Background: an optimization exercise with open tools, aiming at a short achievable clock period and few clock cycles. Do not read the settings as production practice. Function not checked in this run: the RTL went through the layout flow alone. Power is estimated from default activity; no workload was simulated.

==> flow/design.v <==
module MIPS_MultiCycle(clk, reset, mem_addr, mem_we, mem_wdata, mem_rdata);
  input clk, reset;
  output wire [31:0] mem_addr;
  output wire mem_we;
  output wire [31:0] mem_wdata;
  input [31:0] mem_rdata;
  localparam BI = 5;               
  localparam NB = 1 << BI;
  localparam TW = 16 - 2 - BI;     
  reg [31:0] aq;         
  reg        mcyc;       
  reg        mwe;        
  reg        mlw;        
  reg [4:0]  mrd;        
  reg [31:0] wq;         
  reg [31:0] fpc;        
  reg        dv;
  reg [31:0] ir;
  reg [31:0] pc_d;
  reg        pt_d;       
  reg [31:0] ptgt_d;     
  reg        hit_d;      
  reg [1:0]  ctr_d;
  reg        ev;
  reg [31:0] pc_e;
  reg [31:0] a_e, b_e;
  reg        fa_e, fb_e;     
  reg [4:0]  sa_e, sb_e;     
  reg [31:0] imm_e;
  reg        useimm_e;
  reg        op_and_e, op_or_e, op_add_e, op_sub_e, op_slt_e;
  reg        wr_e;
  reg [4:0]  rd_e;
  reg        lw_e, sw_e, br_e, bne_e, jal_e, jr_e, j_e;
  reg        pt_e;
  reg [31:0] ptgt_e;
  reg [31:0] fall_e;         
  reg [31:0] btgt_e;         
  reg [31:0] chk_e;          
  reg        hit_e;
  reg [1:0]  ctr_e;
  reg [31:0] W;
  reg [4:0]  wtag;
  reg        wpend;
  reg [31:0] rf [0:31];
  reg          bv   [0:NB-1];
  reg [TW-1:0] btag [0:NB-1];
  reg [1:0]    btyp [0:NB-1];    
  reg [13:0]   btgt [0:NB-1];
  reg [1:0]    bctr [0:NB-1];
  reg [31:0]   ras;
  assign mem_addr = aq;
  assign mem_we = mwe;
  assign mem_wdata = wq;
  wire [BI-1:0] fidx = aq[BI+1:2];
  wire f_hit = bv[fidx] && (btag[fidx] == aq[15:BI+2]);
  wire [1:0] f_typ = btyp[fidx];
  wire [1:0] f_ctr = bctr[fidx];
  wire f_pt = f_hit && (f_typ != 2'd0 || f_ctr[1]);
  wire [31:0] f_ptgt = (f_typ == 2'd2) ? ras : {aq[31:16], btgt[fidx], 2'b00};
  wire [31:0] f_seq = aq + 32'd4;
  wire [31:0] f_next = f_pt ? f_ptgt : f_seq;
  wire [5:0] op = ir[31:26];
  wire [5:0] fn = ir[5:0];
  wire [4:0] rs = ir[25:21];
  wire [4:0] rt = ir[20:16];
  wire [4:0] rdf = ir[15:11];
  wire [31:0] sext = {{16{ir[15]}}, ir[15:0]};
  wire d_r    = op == 6'b000000;
  wire d_addi = op == 6'b001000;
  wire d_andi = op == 6'b001100;
  wire d_beq  = op == 6'b000100;
  wire d_bne  = op == 6'b000101;
  wire d_jr   = op == 6'b000001;
  wire d_jal  = op == 6'b000011;
  wire d_j    = op == 6'b000010;
  wire d_lw   = op == 6'b100011;
  wire d_sw   = !(d_r | d_addi | d_andi | d_beq | d_bne | d_jr | d_jal | d_j | d_lw);
  wire d_br   = d_beq | d_bne;
  wire [31:0] d_fall = pc_d + 32'd4;
  wire [31:0] d_btgt = d_fall + {sext[29:0], 2'b00};
  wire [31:0] d_jtgt = {d_fall[31:28], ir[25:0], 2'b00};
  reg        d_pt;
  reg [31:0] d_ptgt;
  always @* begin
    d_pt = 1'b0;
    d_ptgt = d_fall;
    if (d_j) begin
      d_pt = 1'b1; d_ptgt = d_jtgt;
    end else if (d_br) begin
      if (pt_d || (!hit_d && ir[15])) begin
        d_pt = 1'b1; d_ptgt = d_btgt;
      end
    end else if (d_jal) begin
      d_pt = pt_d; d_ptgt = ptgt_d;
    end else if (d_jr) begin
      d_pt = 1'b1; d_ptgt = pt_d ? ptgt_d : ras;
    end
  end
  wire d_redirect = dv && ((d_pt != pt_d) || (d_pt && (d_ptgt != ptgt_d)));
  wire [31:0] d_next = d_pt ? d_ptgt : d_fall;
  wire f_add = fn == 6'b100000;
  wire f_sub = fn == 6'b100010;
  wire f_or  = fn == 6'b100101;
  wire f_slt = fn == 6'b101010;
  wire [4:0] d_sa = d_jal ? rt : rs;
  wire [4:0] d_sb = rt;
  wire [31:0] d_a = (wpend && wtag == d_sa) ? W : rf[d_sa];
  wire [31:0] d_b = (wpend && wtag == d_sb) ? W : rf[d_sb];
  wire [31:0] a_x = fa_e ? W : a_e;
  wire [31:0] b_x = fb_e ? W : b_e;
  wire [31:0] opb = useimm_e ? imm_e : b_x;
  wire [31:0] e_add = a_x + opb;
  wire [31:0] e_sub = a_x - b_x;
  wire e_lt = a_x < b_x;
  wire [31:0] e_res = ({32{op_add_e}} & e_add) | ({32{op_sub_e}} & e_sub) |
                      ({32{op_and_e}} & (a_x & opb)) | ({32{op_or_e}} & (a_x | opb)) |
                      {31'd0, op_slt_e & e_lt} | ({32{jal_e}} & fall_e);
  wire e_eq = a_x == b_x;
  wire e_chk = a_x == chk_e;
  wire e_taken = bne_e ? !e_eq : e_eq;
  wire run = !mcyc;                   
  wire ex = run && ev;
  wire e_misp = ex && ((br_e && (e_taken != pt_e)) || ((jal_e || jr_e) && !(pt_e && e_chk)));
  wire e_mem = ex && (lw_e || sw_e);
  wire [31:0] e_tgt = jal_e ? e_add : jr_e ? a_x : (e_taken ? btgt_e : fall_e);
  wire wr_now = mcyc ? mlw : (ex && wr_e);
  wire [4:0] wtag_now = mcyc ? mrd : rd_e;
  wire [31:0] wval_now = mcyc ? mem_rdata : e_res;
  wire [15:0] dse = aq[15:0] - pc_e[15:0];
  wire [15:0] dsd = aq[15:0] - pc_d[15:0];
  wire ov_e = ev && (dse < 16'd4 || dse > 16'hfffc);
  wire ov_d = dv && (dsd < 16'd4 || dsd > 16'hfffc);
  wire flush = mcyc && mwe && (ov_e || ov_d);
  wire [31:0] refetch = ev ? pc_e : pc_d;
  wire e_ctl = br_e || j_e || jal_e || jr_e;
  wire [1:0] e_ctr_new = !hit_e ? (e_taken ? 2'd2 : 2'd1) :
                         e_taken ? (ctr_e == 2'd3 ? 2'd3 : ctr_e + 2'd1) :
                                   (ctr_e == 2'd0 ? 2'd0 : ctr_e - 2'd1);
  wire [BI-1:0] eidx = pc_e[BI+1:2];
  wire [31:0] nf = d_redirect ? d_next : f_next;
  integer i;
  always @(posedge clk or posedge reset) begin
    if (reset) begin
      aq <= 32'd0; mcyc <= 1'b0; mwe <= 1'b0; mlw <= 1'b0; mrd <= 5'd0; wq <= 32'd0;
      fpc <= 32'd0;
      dv <= 1'b0; ir <= 32'd0; pc_d <= 32'd0; pt_d <= 1'b0; ptgt_d <= 32'd0; hit_d <= 1'b0;
      ctr_d <= 2'd0;
      ev <= 1'b0; pc_e <= 32'd0; a_e <= 32'd0; b_e <= 32'd0; fa_e <= 1'b0; fb_e <= 1'b0;
      sa_e <= 5'd0; sb_e <= 5'd0; imm_e <= 32'd0; useimm_e <= 1'b0;
      op_and_e <= 1'b0; op_or_e <= 1'b0; op_add_e <= 1'b0; op_sub_e <= 1'b0; op_slt_e <= 1'b0;
      wr_e <= 1'b0; rd_e <= 5'd0; lw_e <= 1'b0; sw_e <= 1'b0; br_e <= 1'b0; bne_e <= 1'b0;
      jal_e <= 1'b0; jr_e <= 1'b0; j_e <= 1'b0; pt_e <= 1'b0; ptgt_e <= 32'd0;
      fall_e <= 32'd0; btgt_e <= 32'd0; chk_e <= 32'd0; hit_e <= 1'b0; ctr_e <= 2'd0;
      W <= 32'd0; wtag <= 5'd0; wpend <= 1'b0;
      ras <= 32'd0;
      for (i = 0; i < 32; i = i + 1) rf[i] <= 32'd0;
      for (i = 0; i < NB; i = i + 1) begin
        bv[i] <= 1'b0; btag[i] <= {TW{1'b0}}; btyp[i] <= 2'd0; btgt[i] <= 14'd0; bctr[i] <= 2'd0;
      end
    end else begin
      if (wpend) rf[wtag] <= W;
      wpend <= wr_now;
      if (wr_now) begin
        W <= wval_now;
        wtag <= wtag_now;
      end
      if (dv && d_jal) ras <= d_fall;
      if (run) begin
        ev <= dv && !e_misp;
        pc_e <= pc_d;
        a_e <= d_a; b_e <= d_b;
        fa_e <= wr_now && (wtag_now == d_sa);
        fb_e <= wr_now && (wtag_now == d_sb);
        sa_e <= d_sa; sb_e <= d_sb;
        imm_e <= d_jal ? d_fall : sext;
        useimm_e <= !d_r && !d_br;
        op_add_e <= (d_r && f_add) || d_addi || d_lw || d_sw;
        op_sub_e <= d_r && f_sub;
        op_or_e  <= d_r && f_or;
        op_slt_e <= d_r && f_slt;
        op_and_e <= (d_r && !f_add && !f_sub && !f_or && !f_slt) || d_andi;
        wr_e <= d_r || d_addi || d_andi || d_lw || d_jal;
        rd_e <= d_r ? rdf : rt;
        lw_e <= d_lw; sw_e <= d_sw; br_e <= d_br; bne_e <= d_bne;
        jal_e <= d_jal; jr_e <= d_jr; j_e <= d_j;
        pt_e <= d_pt; ptgt_e <= d_ptgt;
        fall_e <= d_fall; btgt_e <= d_btgt;
        chk_e <= d_jal ? (d_ptgt - d_fall) : d_ptgt;
        hit_e <= hit_d; ctr_e <= ctr_d;
        dv <= !e_misp && !d_redirect;
        ir <= mem_rdata;
        pc_d <= aq;
        pt_d <= f_pt; ptgt_d <= f_ptgt; hit_d <= f_hit; ctr_d <= f_ctr;
        fpc <= nf;
        if (e_misp) aq <= e_tgt;
        else if (e_mem) aq <= e_add;
        else aq <= nf;
        mcyc <= e_mem;
        mwe <= e_mem && sw_e;
        mlw <= e_mem && lw_e;
        mrd <= rd_e;
        wq <= b_x;
        if (ex && e_ctl && (hit_e || e_taken || !br_e)) begin
          bv[eidx] <= 1'b1;
          btag[eidx] <= pc_e[15:BI+2];
          btyp[eidx] <= jr_e ? 2'd2 : br_e ? 2'd0 : 2'd1;
          if (!br_e || e_taken) btgt[eidx] <= j_e ? ptgt_e[15:2] : e_tgt[15:2];
          bctr[eidx] <= e_ctr_new;
        end else if (ex && !e_ctl && hit_e) begin
          bv[eidx] <= 1'b0;
        end
      end else begin
        a_e <= a_x; b_e <= b_x;
        fa_e <= wr_now && (wtag_now == sa_e);
        fb_e <= wr_now && (wtag_now == sb_e);
        if (dv) begin
          pt_d <= d_pt; ptgt_d <= d_ptgt;
        end
        mcyc <= 1'b0;
        mwe <= 1'b0;
        mlw <= 1'b0;
        if (flush) begin
          ev <= 1'b0;
          dv <= 1'b0;
          aq <= refetch;
        end else if (d_redirect) aq <= d_next;
        else aq <= fpc;
      end
    end
  end
endmodule
==> flow/run.sh <==
#!/bin/bash
# synth_recipe.tcl (not shown) runs the flow's synth.tcl, then flattens the netlist and writes it again
# the make line also repeats each setting of config.mk as NAME=value (left out here)
make -C /OpenROAD-flow-scripts/flow DESIGN_CONFIG=/design/flow/config.mk WORK_HOME=/design/flow/orfs CLKGATE_MAP_FILE= SYNTH_SCRIPT=/design/flow/synth_recipe.tcl finish
==> flow/config.mk <==
export PLATFORM = sky130hd
export DESIGN_NAME = MIPS_MultiCycle
export DESIGN_NICKNAME = MIPS_MultiCycle
export VERILOG_FILES = /design/flow/design.v
export SDC_FILE = /design/flow/constraint.sdc
export NUM_CORES = 4
export LEC_CHECK = 0
export CAP_MARGIN = 20
export CORE_MARGIN = 2
export CORE_UTILIZATION = 30
export SLEW_MARGIN = 20
==> flow/constraint.sdc <==
create_clock -name core_clock -period 10.0 [get_ports {clk}]
set_input_delay 2.0000 -clock core_clock [delete_from_list [all_inputs] [get_ports {clk}]]
set_output_delay 2.0000 -clock core_clock [all_outputs]
set_load 0.01 [all_outputs]
==> impl_metrics.py <==
metrics = {
    "sta": {
        "fmax_mhz": 131,
        "fin_tns_setup_ns": 0,
        "tightest_slew_ns": 1.33,
        "fin_crit_ns": 7.63,
        "rsz0062_at_grt": "false",
        "fin_skew_ns": 0.135,
        "post-route-period-util_pct": 76.3,
        "final-hold-violation-count": 0,
        "slew_viol_final": 0,
        "slew_headroom_pct": 11.4,
        "setup_violations": 0,
    },
    "min_path": {
        "whs_endpoint": "btgt_e[17]$_DFFE_PP0N_",
        "worstHoldPathType": "reg2reg",
        "worstHoldStart": "btgt_e[17]$_DFFE_PP0N_",
        "hold_depth": 2,
    },
    "logic_synthesis": {
        "synth_top_area_share_pct": 48.6,
        "yosys.area.top_type": "dfrtp_1",
        "yosysSeqAreaShare_pct": 48.6,
        "synth-simple-area-share_pct": 10.3,
        "postSynthAreaPerCell_um2": 10.2,
        "synth_xor_area_share_pct": 1.77,
        "dominantRegCellSynth": "dfrtp_1",
        "synthArstFlopShare_pct": 100,
        "ys_types": 101,
        "synth_adder_area_share_pct": 2.06,
        "netlist_area_mm2": 0.127,
        "synth-edff-count": 0,
        "synth_mux_area_share_pct": 13.8,
        "syn_nets": 12700,
        "ys_warn_count": 7,
        "syn_inst": 12400,
        "synth_top_family_by_area": "compound AO/OA/AOI/OAI gates",
        "yosys-top-cells-area": "dfrtp_1, mux2_2, nand2_1",
        "synth_seq_cells": 2465,
        "synth_compound_area_share_pct": 19.5,
    },
    "critical_path": {
        "worst_setup_path_start_kind": "flip-flop",
        "critPathTopFamily": "compound AO/OA/AOI/OAI gates",
        "end_kind": "flip-flop",
        "critPathMaxFanout": 12,
        "r2r-end": "chk_e[30]$_DFFE_PP0N_",
        "path_common_cell": "a21oi_1",
        "reg2reg_from": "pc_d[2]$_DFFE_PP0N_",
        "worstPathBufferInverterCount": 2,
        "r2r_slack_ns": 2.37,
        "required_ns": 10.75,
        "reg2regPathDepth": 29,
        "cp.arrival_ns": 8.38,
        "critPathSlowestCell": "dfrtp_1",
        "critPathMaxStageDelay_ns": 0.61,
        "critPathKind": "reg2reg",
    },
    "power": {
        "pwr-share-comb_pct": 44.2,
        "seq_power_share_pct": 32.1,
        "vdd_drop_max_v": 0.000269,
        "p_sw_share_pct": 45.6,
        "internal-power_mw": 25.6,
        "leakagePower_nw": 64.7,
        "power_density_mw_per_mm2": 324,
        "clkPwrFrac_pct": 23.7,
        "p_sw_mw": 21.5,
    },
    "cts": {
        "root_buffer": "clkbuf_16",
        "cts.sinks": 2465,
        "hold_buffers": 0,
        "cts_resized": 0,
        "cts_tree": "built",
        "clock_latency_ns": 1.02,
        "cts_buffers": 281,
        "cts_buffer_depth": 4,
        "clk_pin_slew_ns": 0.07,
        "post-cts-setup-buffers": 0,
        "htree_levels": 5,
    },
    "cells_and_area": {
        "fin_area_mm2": 0.145,
        "num-fill-cells": 42600,
        "area_growth_pct": 14.6,
        "layout-drive-gt1-share_pct": 19.8,
        "fin_nets": 12400,
    },
    "grt": {
        "grt_pass1_wl_mm": 832,
        "grt_start_max_net_pins": 182,
        "antenna_found_initial": 40,
        "grt_pass1_vias": 106000,
        "overflow": 0,
        "gr-usage-all-layers_pct": 26.9,
    },
    "drt": {
        "drtAntennaViolNets": 0,
        "drtPass1Iterations": 9,
        "first_iter_violations": 17400,
        "viasPerCell": 6.17,
        "vias": 112000,
        "drt_wl_total_mm": 594,
        "post-route-drc-count": 0,
        "drt-wirelength-per-cell_um": 32.8,
    },
    "placement": {
        "gp_congestion": 1.00,
        "dp_hpwl_mm": 371,
        "io_buffer_count": 98,
        "dpl-instance-area_mm2": 0.135,
    },
    "flow_run": {
        "cap_violations": 0,
    },
    "floorplan": {
        "core_region_area_mm2": 0.420,
        "start_util_pct": 30.2,
        "num_io_pins": 99,
        "num_rows": 238,
        "dieArea_mm2": 0.428,
        "die_y_um": 654,
        "fp.dieW_um": 654,
    },
    "run_status": {
        "status": "timing/DRC/antenna clean",
    },
}
Yosys cell counts, drive strengths merged, types with 33 or more instances:
master / number
and3: 37
o21ai: 1205
a22o: 331
a22oi: 571
a211oi: 118
nor4: 38
buf: 165
nand4: 252
nand2: 1607
o32ai: 43
dfrtp: 2465
xnor2: 157
o211ai: 57
o31ai: 33
nor3: 147
a222oi: 62
nand2b: 42
a31oi: 42
a221o: 41
nor2: 479
a21o: 58
xor2: 97
a21oi: 443
ha: 198
mux2i: 235
mux2: 1342
inv: 279
o21a: 40
nor2b: 73
clkbuf: 886
a221oi: 400
nand3: 143
tightest hold or removal path: cells and delay by family (launching register included):
family / cells / cell delay (ns)
simple gates: 2 / 0.11
flops: 1 / 0.34
layout by cell type (no fill, tap or decap), types with 138 or more instances in the layout:
cell type / netlist / final
buf_4: 1 / 420
a221oi_1: 399 / 399
nand3_1: 142 / 138
mux2i_1: 235 / 228
inv_1: 277 / 272
xnor2_1: 155 / 154
nand2_1: 1607 / 1586
nor2_1: 477 / 396
dfrtp_1: 2465 / 2449
nand4_1: 251 / 251
a21oi_1: 443 / 434
o21ai_0: 1182 / 1179
ha_1: 198 / 198
a22o_1: 331 / 331
a22oi_1: 571 / 571
mux2_2: 1329 / 1329
clkbuf_16: 0 / 281
worst max path at each step:
stage                        start                     to  slack (ns)  cells past startpoint
5_1_grt        pc_d[2]$_DFFE_PP0N_  chk_e[31]$_DFFE_PP0N_        1.96                     25
6_report       pc_d[2]$_DFFE_PP0N_  chk_e[30]$_DFFE_PP0N_        2.37                     29
2_1_floorplan                reset       W[0]$_DFFE_PP0P_      -26.27                      1
4_1_cts        pc_d[2]$_DFFE_PP0N_  chk_e[30]$_DFFE_PP0N_        2.66                     29
3_5_place_dp   pc_d[2]$_DFFE_PP0N_       aq[20]$_DFF_PP0_        2.76                     21
3_3_place_gp   pc_d[2]$_DFFE_PP0N_       aq[20]$_DFF_PP0_        2.77                     21
per-stage QoR:
stage / cells / hold slack (ns) / setup WS, ns / utilization, % / power (mW)
2_1_floorplan: 12400 / 0.434 / -26.27 / - / 26.5
3_3_place_gp: 17600 / 0.447 / 2.77 / 32.2 / 35.1
3_5_place_dp: 17600 / 0.454 / 2.76 / 32.2 / 35.2
4_1_cts: 18100 / 0.470 / 2.66 / 34.5 / 46.3
5_1_grt: 18100 / 0.491 / 1.96 / 34.6 / 48.8
6_report: 18100 / 0.475 / 2.37 / 34.6 / 47.1
metal layers:
layer	GRT usage, %	vias up	share of wire, %
met5	0.328	-	0.084
met4	18.5	40	8.5
met3	8.82	2482	12
met2	40.0	7933	42
met1	32.8	55800	37
li1	-	45300	-
layout make-up:
cell class	instances	area [um2]	share of cell area, %
Antenna cell	22	55.1	0.0379
Clock buffer	386	7920	5.45
Clock inverter	122	1880	1.29
Inverter	280	1060	0.731
Multi-Input combinational cell	8630	61100	42.0
Sequential cell	2465	61700	42.5
Tap cell	5640	7060	4.86
Timing Repair Buffer	539	4550	3.13
sequential cells by signal, summed over array words and instances (netlist names), 64 cells and up:
| signal | cells |
|---|---|
| btag | 288 |
| btyp | 64 |
| rf | 1024 |
| bctr | 64 |
| btgt | 448 |
power groups by stage:
| stage | registers (mW) | logic (mW) | clock network [mW] |
|---|---|---|---|
| 2_1_floorplan | 14.1 | 12.3 | 0 |
| 3_3_place_gp | 15.1 | 19.9 | 0 |
| 3_5_place_dp | 15.2 | 20.0 | 0 |
| 4_1_cts | 15.0 | 20.1 | 11.2 |
| 5_1_grt | 15.4 | 21.8 | 11.6 |
| 6_report | 15.1 | 20.8 | 11.2 |
cells by family after synthesis:
logic type,count (synthesis)
AOI/OAI and AO/OA,3646
DFF,2465
muxes,1577
and+or+nand+nor,2948
buffers and inverters,1331
xor gates and xnor gates,254
adders and majority gates,205

[port drivers added, routing unchanged]
The results above use ideal ports. As a check the final layout listed here was re-extracted and re-timed, cells and wires unchanged. Step 1: set_driving_cell puts a clkbuf_16 on clk and a buf_2 on each other input, an assumption about the parent block. Step 2 times the ports against the registers' clock, not the clock port: input delays grow and output delays shrink by t, the midpoint of the rising clock arrivals with the driver on. a / b / c = ideal / step 1 / step 2; a / b = the first two.
shift t [ns]: 1.071
setup WS [ns]: 2.368 / 2.368 / 2.368
worst data-port slew with drivers (ns): 0.30
After both steps this run still meets setup and hold. The setup slack of this run moves by 0.000 ns with the drivers and by 0.000 ns with both steps.
